Background: an optimization exercise with open tools, aiming at small area, a short achievable clock period and few clock cycles. Do not read the settings as production practice. Only simulation tests tie the RTL to the original design; equivalence was not proved.

// muldiv_unit
module muldiv_unit(
    input  logic clk,
    input  logic rst_n,
    input                muldiv_start, 
    input [2:0]          muldiv_op, 
    input [32-1:0]    muldiv_a, 
    input [32-1:0]    muldiv_b, 
    input [1-1:0] muldiv_hart_id, 
    input [4:0]          muldiv_rd,
    output                muldiv_busy, 
    output                muldiv_done, 
    output [32-1:0]    muldiv_result, 
    output [1-1:0] muldiv_done_hart_id, 
    output [4:0]          muldiv_done_rd
);
For scale: roughly 1,900 cells after synthesis, ~200 flip-flops, ~120 I/O pins.
==> flow/config.mk <==
export PLATFORM = sky130hd
export DESIGN_NAME = muldiv_unit
export DESIGN_NICKNAME = muldiv_unit
export VERILOG_FILES = /design/flow/design.v
export SDC_FILE = /design/flow/constraint.sdc
export NUM_CORES = 4
export LEC_CHECK = 0
export CAP_MARGIN = 20
export CORE_MARGIN = 2
export CORE_UTILIZATION = 25
export CTS_BUF_LIST = sky130_fd_sc_hd__clkbuf_4 sky130_fd_sc_hd__clkbuf_8
export CTS_CLUSTER_SIZE = 30
export PLACE_DENSITY = 0.5
export SLEW_MARGIN = 20
==> flow/constraint.sdc <==
create_clock -name core_clock -period 11.0 [get_ports {clk}]
set_input_delay 2.2000 -clock core_clock [delete_from_list [all_inputs] [get_ports {clk}]]
set_output_delay 2.2000 -clock core_clock [all_outputs]
set_load 0.01 [all_outputs]
standard.sh (not shown) runs the stock make flow with config.mk's settings and CLKGATE_MAP_FILE= SYNTH_SCRIPT=/design/flow/synth_recipe.tcl, a recipe that flattens the netlist after the stock synthesis.
==> flow/flow/run.sh <==
#!/bin/bash
cp standard.sh standard.sh.txt
export SETUP_SLACK_MARGIN=7
export BUFFER_PORTS_ARGS="-buffer_cell sky130_fd_sc_hd__buf_1"
bash standard.sh > standard.log 2>&1
The baseline finished with timing, DRC and antenna clean.
Testbench counts at the start, summed over its fixed seeds: cycles 114,349.
Then changed:
==> flow/flow/run.sh (replaced) <==
#!/bin/bash
cp standard.sh standard.sh.txt
export SETUP_SLACK_MARGIN=7
bash standard.sh > standard.log 2>&1
CTS_BUF_LIST = sky130_fd_sc_hd__clkbuf_8   (was sky130_fd_sc_hd__clkbuf_4 sky130_fd_sc_hd__clkbuf_8)
CTS_CLUSTER_SIZE = not set   (was 30)
Outcome: The changed run completed with no timing, DRC or antenna violations; wire length is higher by 2.3%; first-iteration DRC count is lower by 1.6%; fmax falls by 0.52%; utilization rises by 1.6 points; synthesized cell count does not change; global-route usage increases by 0.43 points; cell area is higher by 5.3%; clock-buffer cell count is lower by 4.

Setup of build 98:
The RTL this note starts from:
==> flow/design.v <==
`timescale 1ns/1ps
module muldiv_unit(
    input  logic clk,
    input  logic rst_n,
    input                muldiv_start, 
    input [2:0]          muldiv_op, 
    input [32-1:0]    muldiv_a, 
    input [32-1:0]    muldiv_b, 
    input [1-1:0] muldiv_hart_id, 
    input [4:0]          muldiv_rd,
    output                muldiv_busy, 
    output                muldiv_done, 
    output [32-1:0]    muldiv_result, 
    output [1-1:0] muldiv_done_hart_id, 
    output [4:0]          muldiv_done_rd
);
    logic st_mul, st_div, st_sw1, st_sw2, st_fix1, st_fix2;
    logic busy_r, done_r;
    logic [32:0] x;       
    logic [37:0] h;       
    logic [31:0] l;       
    logic        msign;   
    logic [5:0]  n;       
    logic        op_rem;
    logic        sa, sb;  
    logic        sel_mulh, sel_rem;
    logic [1-1:0]  tag_hid;
    logic [5-1:0] tag_rd;
    logic [37:0] y0, y1;
    logic        cc0, cin;
    wire [37:0] cs  = h ^ y0 ^ y1;
    wire [37:0] cc  = {((h[36:0] & y0[36:0]) | (h[36:0] & y1[36:0]) | (y0[36:0] & y1[36:0])), cc0};
    wire [37:0] s   = cs + cc + {37'd0, cin};
    wire q   = ~s[37];
    wire xnz = |x[31:0];
    logic [31:0] sm;
    always_comb begin
        sm = ~y0[31:0];
        sm = sm | (sm >> 1);
        sm = sm | (sm >> 2);
        sm = sm | (sm >> 4);
        sm = sm | (sm >> 8);
        sm = sm | (sm >> 16);
    end
    wire [31:0] lm = sm >> 1;    
    wire [47:0] v16 = {h[32:0], l[31:17]};
    wire [35:0] v4  = {h[32:0], l[31:29]};
    wire ok16 = (n >= 6'd16) && (!xnz || ((v16 & ~{16'd0, lm}) == 48'd0));
    wire ok4  = (n >= 6'd4)  && (!xnz || ((v4  & ~{4'd0,  lm}) == 36'd0));
    wire fill = !xnz;
    wire negres = op_rem ? sa : ((sa ^ sb) && xnz);
    wire last_div = ok16 ? (n == 6'd16) : ok4 ? (n == 6'd4) : (n == 6'd1);
    function automatic [2:0] bdec(input [2:0] b);    
        case (b)
            3'b001, 3'b010: bdec = 3'b100;
            3'b011:         bdec = 3'b010;
            3'b100:         bdec = 3'b011;
            3'b101, 3'b110: bdec = 3'b101;
            default:        bdec = 3'b000;
        endcase
    endfunction
    wire in_div  = muldiv_op[2];
    wire in_sa   = in_div & ~muldiv_op[0] & muldiv_a[31];
    wire in_sb   = in_div & ~muldiv_op[0] & muldiv_b[31];
    wire a_sext  = (muldiv_op == 3'd1) || (muldiv_op == 3'd3);
    wire b_sext  = (muldiv_op == 3'd1) || (in_div && !muldiv_op[0]);
    wire idle    = !busy_r;
    wire start   = idle && muldiv_start;
    wire mul_end = st_mul && (n == 6'd1);
    wire div_end = st_div && last_div;
    wire nx_mul  = (start && !in_div) || (st_mul && !mul_end);
    wire nx_sw1  = start && in_div && in_sa;
    wire nx_sw2  = st_sw1;
    wire nx_div  = (start && in_div && !in_sa) || st_sw2 ||
                   (st_div && !last_div);
    wire nx_fix1 = div_end && negres;
    wire nx_fix2 = st_fix1;
    wire nx_done = mul_end || (div_end && !negres) || st_fix2;
    always_ff @(posedge clk or negedge rst_n) begin
        if (!rst_n) begin
            st_mul <= 1'b0; st_div <= 1'b0; st_sw1 <= 1'b0; st_sw2 <= 1'b0;
            st_fix1 <= 1'b0; st_fix2 <= 1'b0;
            busy_r <= 1'b0;
            done_r <= 1'b0;
        end else begin
            st_mul  <= nx_mul;
            st_div  <= nx_div;
            st_sw1  <= nx_sw1;
            st_sw2  <= nx_sw2;
            st_fix1 <= nx_fix1;
            st_fix2 <= nx_fix2;
            busy_r  <= nx_mul | nx_div | nx_sw1 | nx_sw2 | nx_fix1 | nx_fix2;
            done_r  <= nx_done;
        end
    end
    logic [32:0] x_nx;
    always_comb begin
        if (idle)                     x_nx = {b_sext & muldiv_b[31], muldiv_b};
        else if (st_sw1 || st_sw2)    x_nx = {st_sw2 & sb & l[31], l[31:0]};
        else if (st_fix1)             x_nx = {1'b0, (op_rem ? h[32:1] : l[31:0])};
        else                          x_nx = x;
    end
    logic       nx_is_mul, nx_neg;
    logic [2:0] d0_nx, d1_nx;
    always_comb begin
        d0_nx = 3'b000;
        d1_nx = 3'b000;
        nx_is_mul = 1'b0;
        nx_neg = 1'b1;
        if (idle) begin
            nx_is_mul = !in_div;
            d0_nx = bdec({muldiv_a[2:1], 1'b0});
            d1_nx = bdec(muldiv_a[4:2]);
            nx_neg = !in_sa && !in_sb;
        end else if (st_mul) begin
            nx_is_mul = 1'b1;
            d0_nx = bdec(l[6:4]);
            d1_nx = bdec({(n == 6'd2) ? msign : l[8], l[7:6]});
        end else begin
            nx_neg = (st_sw1 || st_fix1) ? 1'b1 : ~sb;
        end
        if (!nx_is_mul) d1_nx = 3'b000;
    end
    wire [37:0] xn38 = {{5{x_nx[32]}}, x_nx};
    wire        m1 = !nx_is_mul;                  
    wire        m2 = nx_is_mul && d0_nx[2];       
    wire        m4 = nx_is_mul && d0_nx[1];       
    wire        n0 = nx_is_mul ? d0_nx[0] : nx_neg;
    always_ff @(posedge clk) begin
        x   <= x_nx;
        y0  <= {((({37{m1}} & xn38[37:1]) | ({37{m2}} & xn38[36:0]) | ({37{m4}} & {xn38[35:0], 1'b0})) ^ {37{n0}}),
                (m1 ? (xn38[0] ^ n0) : d1_nx[0])};
        y1  <= {(({35{d1_nx[2]}} & xn38[34:0]) | ({35{d1_nx[1]}} & {xn38[33:0], 1'b0})) ^ {35{d1_nx[0]}},
                {3{d1_nx[0]}}};
        cc0 <= nx_is_mul & d0_nx[0];
        cin <= n0;
    end
    always_ff @(posedge clk) begin
        if (idle) begin
            l        <= muldiv_a;
            msign    <= a_sext & muldiv_a[31];
            h        <= (in_div || !muldiv_a[0]) ? 38'd0 : {{6{b_sext & muldiv_b[31]}}, muldiv_b};
            n        <= in_div ? 6'd33 : 6'd8;
            op_rem   <= muldiv_op[1];
            sa       <= in_sa;
            sb       <= in_sb;
            sel_mulh <= ~in_div & (muldiv_op[1:0] != 2'b00);
            sel_rem  <= in_div & muldiv_op[1];
            tag_hid  <= muldiv_hart_id;
            tag_rd   <= muldiv_rd;
        end else if (st_mul) begin
            h <= {{4{s[37]}}, s[37:4]};
            l <= (sel_mulh && n == 6'd1) ? s[35:4] : {s[3:0], l[31:4]};
            n <= n - 6'd1;
        end else if (st_div) begin
            if (ok16) begin
                h <= {5'd0, h[16:0], l[31:16]};
                l <= {l[15:0], {16{fill}}};
                n <= n - 6'd16;
            end else if (ok4) begin
                h <= {5'd0, h[28:0], l[31:28]};
                l <= {l[27:0], {4{fill}}};
                n <= n - 6'd4;
            end else begin
                h <= {5'd0, (q ? s[31:0] : h[31:0]), l[31]};
                l <= {l[30:0], q};
                n <= n - 6'd1;
            end
        end else begin
            h <= 38'd0;
            l <= s[31:0];
            if (st_fix2) begin
                sel_rem <= 1'b0;
            end
        end
    end
    assign muldiv_busy         = busy_r;
    assign muldiv_done         = done_r;
    assign muldiv_result       = sel_rem ? h[32:1] : l[31:0];
    assign muldiv_done_hart_id = tag_hid;
    assign muldiv_done_rd      = tag_rd;
endmodule
==> flow/config.mk <==
export PLATFORM = sky130hd
export DESIGN_NAME = muldiv_unit
export DESIGN_NICKNAME = muldiv_unit
export VERILOG_FILES = /design/flow/design.v
export SDC_FILE = /design/flow/constraint.sdc
export NUM_CORES = 4
export LEC_CHECK = 0
export ABC_AREA = 1
export CAP_MARGIN = 20
export CORE_MARGIN = 2
export CORE_UTILIZATION = 25
export PLACE_DENSITY = 0.5
export SLEW_MARGIN = 20
==> flow/constraint.sdc <==
create_clock -name core_clock -period 11.0 [get_ports {clk}]
set_input_delay 2.2000 -clock core_clock [delete_from_list [all_inputs] [get_ports {clk}]]
set_output_delay 2.2000 -clock core_clock [all_outputs]
set_load 0.01 [all_outputs]
==> flow/flow/run.sh <==
#!/bin/bash
cp standard.sh standard.sh.txt
export SETUP_SLACK_MARGIN=7
export BUFFER_PORTS_ARGS="-buffer_cell sky130_fd_sc_hd__buf_1"
bash standard.sh > standard.log 2>&1
Build 98: all stages complete, timing, DRC and antenna checks passed
Testbench counts of build 98, summed over its fixed seeds: cycles 114,349.
What build 20 does differently from build 98 at the input level:
--- a/flow/config.mk
+++ b/flow/config.mk
@@ -6,5 +6,4 @@
 export NUM_CORES = 4
 export LEC_CHECK = 0
-export ABC_AREA = 1
 export CAP_MARGIN = 20
 export CORE_MARGIN = 2
### Flow results
Sort build 98 and build 20 by cell count after synthesis, ascending, and build 20 comes first. Build 98 has a higher total core area than build 20.
Here is what was changed in the inputs of build 40 compared with build 20.
--- a/flow/config.mk
+++ b/flow/config.mk
@@ -8,5 +8,5 @@
 export CAP_MARGIN = 20
 export CORE_MARGIN = 2
-export CORE_UTILIZATION = 25
-export PLACE_DENSITY = 0.5
+export CORE_UTILIZATION = 40
+export PLACE_DENSITY = 0.65
 export SLEW_MARGIN = 20
[summary]
Build 40 finished every step from synthesis to the final layout, and the layout passed the timing, design-rule and antenna checks.
Taking build 20 as the reference, in build 40 final critical-path setup slack increased by 0.022 ns relative to the old numbers; initial antenna violation count lost 1.
Build 20 has higher number of placed instances, taps included than build 40.
[compare] base=build 20 new=build 40: minimum period implied by the final worst setup slack saw a decrease.
Diff build 20 and build 40: number of gates on the worst path with buffers counted lower in build 20
Here is what was changed in the inputs of build 48 compared with build 40.
==> flow/flow/run.sh <==
#!/bin/bash
cp standard.sh standard.sh.txt
export SETUP_SLACK_MARGIN=6.75
export BUFFER_PORTS_ARGS="-buffer_cell sky130_fd_sc_hd__buf_1"
bash standard.sh > standard.log 2>&1
--- a/flow/config.mk
+++ b/flow/config.mk
@@ -8,5 +8,5 @@
 export CAP_MARGIN = 20
 export CORE_MARGIN = 2
-export CORE_UTILIZATION = 40
-export PLACE_DENSITY = 0.65
+export CORE_UTILIZATION = 25
+export PLACE_DENSITY = 0.5
 export SLEW_MARGIN = 20
## What came out
Row global-route usage: build 48 lower / build 40 higher. The share of final layout cell area taken by clock buffers and inverters on build 48 is in line with that on build 40. Build 48 vs build 40, beginning of the critical path: h[0] vs h[9]. Critical-path cell with the highest stage delay = dfxtp_1: build 40; critical-path cell with the highest stage delay = or4b_2: build 48. Summary of build 48 over build 40: signal arrival time at the worst endpoint +0.30 ns, worst setup slack after layout -0.26 ns.

[re-timing with driven ports]
Ports are ideal in the flow. The routed layouts listed here were re-timed in OpenROAD.
Step 1, drivers: a clkbuf_16 drives clk and a buf_2 each remaining input, both assumed.
Step 2, shift: input delay + t, output delay - t, t = (earliest + latest rising clock arrival at the registers) / 2. This alone moves slack from input paths to output paths.
a / b / c = ideal ports / drivers / drivers and shift; a / b = the first two.
run	t (ns)	setup WS [ns]	clock arrival spread, ns	worst register clock-pin slew, ns	cell pins on the clock port's net
the first run of note 1	0.603	6.894 / 6.841 / 6.554	0.024 / 0.024	0.12 / 0.12	1
the second run of note 1	0.601	6.873 / 6.820 / 6.490	0.023 / 0.023	0.12 / 0.12	1
build 98	0.520	6.971 / 6.919 / 6.634	0.021 / 0.021	0.09 / 0.09	1
build 20	0.536	6.996 / 6.944 / 6.748	0.020 / 0.019	0.08 / 0.08	1
build 40	0.509	7.019 / 6.966 / 6.608	0.018 / 0.018	0.09 / 0.09	1
build 48	0.538	6.760 / 6.760 / 6.398	0.024 / 0.024	0.09 / 0.09	1
After both steps setup and hold are still met in every run listed. For build 40, which loses most, drivers alone change the setup slack by -0.053 ns; drivers and shift together by -0.411 ns.
